From an optimization exercise on the open Yosys and OpenROAD flow, aimed at small area; shortcuts taken in it are not production practice. Function was checked by simulation only, so behaviour that the tests miss may differ from the original. The flow treats the clock pin as an ideal source, which a real chip does not have. Power and IR drop assume default switching activity.

// sd_adc
module sd_adc (
    input  bit        clk,
    input  bit        rst,
    input  bit        adc_lvds_pin,
    output bit        adc_fb_pin,
    output bit [15:0] adc_output,
    output bit        adc_valid
);
    bit [7:0]  cnt;
    bit        ena, vld, fb;
    bit [16:0] cacc;
    bit [14:0] racc;
    bit        c4, rc4;
    bit [16:0] xs;
    bit [15:0] yr, zr;
    bit        y16, z16;
    bit [15:0] tr, s3, s2, hn;
    bit        cs, c2, c3, sat_hi, sat_lo;
    bit        nb0;
    bit        zo;
    wire c255 = (cnt == 8'd255);
    wire c0   = (cnt == 8'd0);
    wire first = c0 & ~ena;
    wire a    = fb & ~first;
    wire shift_in = (cnt[7:4] == 4'd0);                  
    wire k16      = (cnt == 8'd16);
    wire wr       = (cnt >= 8'd3)  && (cnt <= 8'd18);    
    wire zk = nb0 ? 1'b0 : (shift_in ? zr[0] : (k16 ? z16 : 1'b0));
    wire xk = xs[0];
    wire sk = xk ^ zk ^ cs;
    wire cs_n = (xk & zk) | (xk & cs) | (zk & cs);
    wire yj  = ~nb0 && (cnt != 8'd19) && zr[13];
    wire yj2 = ~nb0 && (cnt <= 8'd16) && zr[15];
    wire t    = yj ^ yj2 ^ c2;
    wire c2_n = (yj & yj2) | (yj & c2) | (yj2 & c2);
    wire ns   = ~sk;
    wire fo   = t ^ ns ^ c3;
    wire c3_n = (t & ns) | (t & c3) | (ns & c3);
    wire tin = wr ? fo : (sat_hi | (~sat_lo & tr[0]));
    bit [3:0]  cl, rl, cm, rm;
    bit        cl_c, rl_c, cm_c, rm_c;
    bit [16:0] cacc_n;
    bit [15:0] racc_n;
    bit [7:0]  cop, rop;
    function automatic bit [4:0] add4(input bit [3:0] x, input bit [3:0] y, input bit ci);
        bit [4:0] c;
        bit [3:0] r;
        c[0] = ci;
        for (int i = 0; i < 4; i++) begin
            r[i]   = x[i] ^ y[i] ^ c[i];
            c[i+1] = (x[i] & y[i]) | (x[i] & c[i]) | (y[i] & c[i]);
        end
        add4 = {c[4], r};
    endfunction
    function automatic bit [9:0] inc9(input bit [8:0] x, input bit ci);
        bit [9:0] c;
        bit [8:0] r;
        c[0] = ci;
        for (int i = 0; i < 9; i++) begin
            r[i]   = x[i] ^ c[i];
            c[i+1] = x[i] & c[i];
        end
        inc9 = {c[9], r};
  ...
Size in the first run: about 170 flip-flops, roughly 21 I/O pins.
==> flow/config.mk <==
export PLATFORM = sky130hd
export DESIGN_NAME = sd_adc
export DESIGN_NICKNAME = sd_adc
export VERILOG_FILES = /design/flow/design.v
export SDC_FILE = /design/flow/constraint.sdc
export NUM_CORES = 4
export LEC_CHECK = 0
export CAP_MARGIN = 20
export CORE_MARGIN = 2
export CORE_UTILIZATION = 40
export SLEW_MARGIN = 20
==> flow/constraint.sdc <==
create_clock -name core_clock -period 5.0 [get_ports {clk}]
set_input_delay 1.0000 -clock core_clock [delete_from_list [all_inputs] [get_ports {clk}]]
set_output_delay 1.0000 -clock core_clock [all_outputs]
set_load 0.01 [all_outputs]
standard.sh (not shown) runs the stock make flow with config.mk's settings and CLKGATE_MAP_FILE= SYNTH_SCRIPT=/design/flow/synth_recipe.tcl, a recipe that flattens the netlist after the stock synthesis.
==> flow/flow/run.sh <==
#!/bin/bash
# Own layout flow: the standard ORFS flow (standard.sh), with
#  - CTS without dummy loads, with buf_6 as the clock buffer (same drive
#    as clkbuf_8 at less area),
#  - port buffers of the smallest buffer cell,
#  - power recovery (downsizing on paths with slack) after global routing.
# The full output of the flow goes to standard.log in the work folder; ORFS
# keeps each step's own log under orfs/logs.
set -euo pipefail
export CTS_ARGS='-sink_clustering_enable -repair_clock_nets -dont_use_dummy_load -buf_list sky130_fd_sc_hd__buf_6'
export BUFFER_PORTS_ARGS='-buffer_cell sky130_fd_sc_hd__buf_1'
export RECOVER_POWER=100
bash standard.sh > standard.log 2>&1
The baseline finished clean.
==> next run, changes <==
--- a/flow/flow/run.sh
+++ b/flow/flow/run.sh
@@ -10 +10 @@
-export CTS_ARGS='-sink_clustering_enable -repair_clock_nets -dont_use_dummy_load -buf_list sky130_fd_sc_hd__buf_6'
+export CTS_ARGS='-sink_clustering_enable -repair_clock_nets -dont_use_dummy_load -buf_list sky130_fd_sc_hd__buf_4'
Result:
- The new run ran to the end with no violations
- clock-buffer cell count is unchanged
- sequential cell count is unchanged
- design area fell by about 1.1%
- hold slack gets worse by 0.0041 ns
- setup slack gets worse by 0.0061 ns
- wire length barely changes
- clock skew climbs by 0.0086 ns
- non-clock buffer count does not change
- fmax hardly moves
- global-route usage stays flat
==> next run, changes <==
--- a/flow/flow/run.sh
+++ b/flow/flow/run.sh
@@ -3,2 +3,3 @@
-#  - CTS without dummy loads, with buf_6 as the clock buffer (same drive
-#    as clkbuf_8 at less area),
+#  - CTS without dummy loads, built of buf_4; a POST_CTS hook
+#    (upsize_clk.tcl) turns the clock buffers whose sinks see more than
+#    115 ps of slew into buf_6,
@@ -10,0 +12 @@
+export POST_CTS_TCL="$PWD/flow/upsize_clk.tcl"
==> flow/flow/upsize_clk.tcl (new file) <==
# POST_CTS hook: the clock tree is built of buf_4; each clock buffer whose
# sinks see a slew above 115 ps (placement parasitics) becomes a buf_6,
# then the placement is legalized again.
estimate_parasitics -placement
set n 0
foreach inst [get_cells clkbuf*] {
  set worst 0
  set out [get_pins -of_objects $inst -filter "direction==output"]
  foreach p [get_pins -of_objects [get_nets -of_objects $out] -filter "direction==input"] {
    foreach k {slew_max_rise slew_max_fall} {
      set s [get_property $p $k]
      if {$s > $worst} { set worst $s }
    }
  }
  if {$worst > 0.115} {
    replace_cell $inst sky130_fd_sc_hd__buf_6
    incr n
  }
}
puts "upsize_clk: $n clock buffers upsized to buf_6"
detailed_placement
check_placement -verbose
What happened: The new run produced a clean layout; flip-flop and latch count is unchanged; combinational power barely changes; clock power rises by about 5.6%; core utilization increases by 0.15 points; area after synthesis does not change.
==> next run, changes <==
--- a/flow/config.mk
+++ b/flow/config.mk
@@ -10 +10,2 @@
-export CORE_UTILIZATION = 40
+export CORE_UTILIZATION = 65
+export PLACE_DENSITY = 0.75
What happened:
- wire length is lower by 2.1%
- critical path depth does not change
- maximum frequency drops by 0.80%

## what the ideal ports hide
Ports are ideal in the flow. The routed layouts listed here were re-timed in OpenROAD.
Step 1 assumes that a clkbuf_16 drives the clock port and a buf_2 every other input.
Step 2, shift: input delay + t, output delay - t, t = (earliest + latest rising clock arrival at the registers) / 2. This alone moves slack from input paths to output paths.
a / b / c = ideal ports / drivers / drivers and shift; a / b = the first two.
run | t (ns) | setup slack, ns | pins driven straight from the clock port
the first run | 0.425 | 0.825 / 0.825 / 0.825 | 1
the second run | 0.455 | 0.819 / 0.819 / 0.819 | 1
the third run | 0.391 | 0.820 / 0.820 / 0.820 | 1
the fourth run | 0.392 | 0.786 / 0.786 / 0.786 | 1
After both steps setup and hold are still met in every run listed.
